From an optimization exercise on the open Yosys and OpenROAD flow, aimed at small area and a short achievable clock period; shortcuts taken in it are not production practice. Function was checked by simulation only, so behaviour that the tests miss may differ from the original. Power and IR drop assume default switching activity.

==> flow/design.v <==
module L1_cache #(
    parameter CTID = 0)
    (
    input logic clock,
    input logic reset,
    input logic [31:0] PCF,                  
    input logic [31:0] addr_rst,             
    input logic [1:0] tid_fetch,             
    input logic [31:0] br_target,            
    input logic [1:0] tid_br,                
    input logic [31:0] l2addr,               
    input logic [1:0] l2_tid,                
    input logic [127:0] l2_line,             
    input logic l2_valid_rsp,                
    output logic br_req,                     
    output logic req_spec,                   
    output logic req_refill,                 
    output logic [31:0] instr                
    );
    logic         active;       
    logic [27:0]  tag;          
    logic [127:0] data;         
    logic         zeroed;       
    genvar gi;
    localparam integer NF = 8;
    logic [1:0]    tid_ok;      
    logic [NF-1:0] fill_w, fill_wn;
    logic [127:0]  blk;         
    generate
        for (gi = 0; gi < 2; gi++) begin : g_tid
            if (CTID == 0) begin : g_t0
                L1_nor2 u_tidok (.a(l2_tid[0]), .b(l2_tid[1]), .y(tid_ok[gi]));
            end else begin : g_tn
                assign tid_ok[gi] = (l2_tid == CTID);
            end
        end
        for (gi = 0; gi < NF; gi++) begin : g_fill
            L1_fdec u_fdec (.valid(l2_valid_rsp), .tid_ok(tid_ok[gi/(NF/2)]), .f(fill_w[gi]), .fn(fill_wn[gi]));
        end
        for (gi = 0; gi < 128; gi++) begin : g_blk
            L1_sel2 u_blk (.s(fill_w[gi/(128/NF)]), .sn(fill_wn[gi/(128/NF)]), .a(l2_line[gi]), .b(data[gi]), .y(blk[gi]));
        end
    endgenerate
    logic fill, fill_n, tload, thold;
    L1_fdec u_fdec_t (.valid(l2_valid_rsp), .tid_ok(tid_ok[1]), .f(fill), .fn(fill_n));
    assign tload = fill & ~reset;
    assign thold = fill_n & ~reset;
    logic [27:0] tag_d;
    generate
        for (gi = 0; gi < 28; gi++) begin : g_tag
            L1_sel2 u_tag (.s(tload), .sn(thold), .a(l2addr[gi+4]), .b(tag[gi]), .y(tag_d[gi]));
        end
    endgenerate
    logic [6:0] ne_p, ne_b;
    generate
        for (gi = 0; gi < 7; gi++) begin : g_cmp
            L1_ne4 u_nep (.a(PCF[4*gi+7 -: 4]), .t(tag[4*gi+3 -: 4]), .ne(ne_p[gi]));
            L1_ne4 u_neb (.a(br_target[4*gi+7 -: 4]), .t(tag[4*gi+3 -: 4]), .ne(ne_b[gi]));
        end
    endgenerate
    logic miss_p, ok;
    assign miss_p = |ne_p;
    assign ok     = fill | ~zeroed;             
    localparam integer NH = 4;
    logic       ao_n;
    logic [3:0] pe;
    logic [NH-1:0] hn;
    assign ao_n = ~(active & ok);
    L1_nor2 u_pe0 (.a(ne_p[0]), .b(ne_p[1]), .y(pe[0]));
    L1_nor2 u_pe1 (.a(ne_p[2]), .b(ne_p[3]), .y(pe[1]));
    L1_nor2 u_pe2 (.a(ne_p[4]), .b(ne_p[5]), .y(pe[2]));
    L1_nor2 u_pe3 (.a(ne_p[6]), .b(ao_n),    .y(pe[3]));
    generate
        for (gi = 0; gi < NH; gi++) begin : g_hit
            L1_nand4 u_hn (.a(pe), .y(hn[gi]));
        end
    endgenerate
    localparam integer NW = 2;
    logic [NW:0] nm;
    logic [NW:0][3:0] wsel_c;
    generate
        for (gi = 0; gi <= NW; gi++) begin : g_wdec
            L1_nor2 u_nm (.a(PCF[1]), .b(PCF[0]), .y(nm[gi]));
            L1_wdec u_wdec (.a(PCF[3:2]), .nm(nm[gi]), .s(wsel_c[gi]));
        end
        for (gi = 0; gi < 32; gi++) begin : g_out
            L1_word u_out (.s(wsel_c[gi/(32/NW)]), .d({blk[96+gi], blk[64+gi], blk[32+gi], blk[gi]}), .hn(hn[gi/(32/NH)]), .y(instr[gi]));
        end
    endgenerate
    assign req_spec   = active & ~miss_p & wsel_c[NW][3];
    assign req_refill = active & miss_p;
    assign br_req     = ~active & (tid_br == CTID) & (|ne_b);
    always_ff @(posedge clock) begin
        active <= (tid_fetch == CTID);
        data   <= blk;
        tag    <= tag_d;
        zeroed <= reset | (zeroed & fill_n);
    end
endmodule
module L1_fdec (input logic valid, input logic tid_ok, output logic f, output logic fn);
    assign f  = valid & tid_ok;
    assign fn = ~(valid & tid_ok);
endmodule
module L1_sel2 (input logic s, input logic sn, input logic a, input logic b, output logic y);
    assign y = (s & a) | (sn & b);
endmodule
module L1_ne4 (input logic [3:0] a, input logic [3:0] t, output logic ne);
    assign ne = |(a ^ t);
endmodule
module L1_word (input logic [3:0] s, input logic [3:0] d, input logic hn, output logic y);
    assign y = ~hn & (|(s & d));
endmodule
module L1_nor2 (input logic a, input logic b, output logic y);
    assign y = ~(a | b);
endmodule
module L1_nand4 (input logic [3:0] a, output logic y);
    assign y = ~(&a);
endmodule
module L1_wdec (input logic [1:0] a, input logic nm, output logic [3:0] s);
    assign s[3] = nm &  a[1] &  a[0];
    assign s[2] = nm &  a[1] & ~a[0];
    assign s[1] = nm & ~a[1] &  a[0];
    assign s[0] = ~(nm & (a[1] | a[0]));
endmodule
export LEC_CHECK = 0
export CAP_MARGIN = 20
export CORE_MARGIN = 2
export CORE_UTILIZATION = 40
export CTS_BUF_LIST = sky130_fd_sc_hd__clkbuf_4 sky130_fd_sc_hd__clkbuf_8
export SETUP_SLACK_MARGIN = 2.1
export SLEW_MARGIN = 20
export SYNTH_HIERARCHICAL = 1
create_clock -name core_clock -period 6.0 [get_ports {clock}]
standard.sh (not shown) runs the stock make flow with config.mk's settings and CLKGATE_MAP_FILE= SYNTH_SCRIPT=/design/flow/synth_recipe.tcl, a recipe that flattens the netlist after the stock synthesis.
==> flow/flow/run.sh <==
#!/bin/bash
# Standard ORFS layout; the only change is that port buffers use the smallest buffer cell.
set -euo pipefail
export BUFFER_PORTS_ARGS="-buffer_cell sky130_fd_sc_hd__buf_1"
bash standard.sh > standard_flow.log 2>&1
Rerun with:
--- a/flow/design.v
+++ b/flow/design.v
@@ -22,28 +22,28 @@
     logic [127:0] data;         
     logic         zeroed;       
     genvar gi;
     localparam integer NF = 8;
-    logic [1:0]    tid_ok;      
+    logic [NF:0]   tid_ok;      
     logic [NF-1:0] fill_w, fill_wn;
     logic [127:0]  blk;         
     generate
-        for (gi = 0; gi < 2; gi++) begin : g_tid
+        for (gi = 0; gi <= NF; gi++) begin : g_tid
             if (CTID == 0) begin : g_t0
                 L1_nor2 u_tidok (.a(l2_tid[0]), .b(l2_tid[1]), .y(tid_ok[gi]));
             end else begin : g_tn
                 assign tid_ok[gi] = (l2_tid == CTID);
             end
         end
         for (gi = 0; gi < NF; gi++) begin : g_fill
-            L1_fdec u_fdec (.valid(l2_valid_rsp), .tid_ok(tid_ok[gi/(NF/2)]), .f(fill_w[gi]), .fn(fill_wn[gi]));
+            L1_fdec u_fdec (.valid(l2_valid_rsp), .tid_ok(tid_ok[gi]), .f(fill_w[gi]), .fn(fill_wn[gi]));
         end
         for (gi = 0; gi < 128; gi++) begin : g_blk
             L1_sel2 u_blk (.s(fill_w[gi/(128/NF)]), .sn(fill_wn[gi/(128/NF)]), .a(l2_line[gi]), .b(data[gi]), .y(blk[gi]));
         end
     endgenerate
     logic fill, fill_n, tload, thold;
-    L1_fdec u_fdec_t (.valid(l2_valid_rsp), .tid_ok(tid_ok[1]), .f(fill), .fn(fill_n));
+    L1_fdec u_fdec_t (.valid(l2_valid_rsp), .tid_ok(tid_ok[NF]), .f(fill), .fn(fill_n));
     assign tload = fill & ~reset;
     assign thold = fill_n & ~reset;
     logic [27:0] tag_d;
     generate
Synthesized area rose slightly. Maximum frequency rose slightly. Worst setup slack is better by 23 ps. Utilization drops by 1.4 points. Power hardly moves. Hold slack barely changes. Die area rises slightly. Routed wire length grows slightly. Combinational power is about the same. Clock skew does not change. Final area stays flat. Non-clock buffer count does not change. Clock-buffer cell count is higher by 3.

what the ideal ports hide:
Ports are ideal in the flow. The routed layouts listed here were re-timed in OpenROAD.
Step 1, drivers: a clkbuf_16 drives clock and a buf_2 each remaining input, both assumed.
Step 2 times the ports against the registers' clock, not the clock port: input delays grow and output delays shrink by t, the midpoint of the rising clock arrivals with the driver on.
Three values: ideal, step 1, step 2; two values: the first two.
run	shift t [ns]	setup WS [ns]	pins driven straight from the clock port
the first run	0.493	2.181 / 2.143 / 2.143	1
the second run	0.479	2.203 / 2.140 / 2.140	1
After both steps every run listed still meets setup and hold. The setup slack of the second run, which loses most, moves by -0.063 ns with the drivers and by -0.063 ns with both steps.
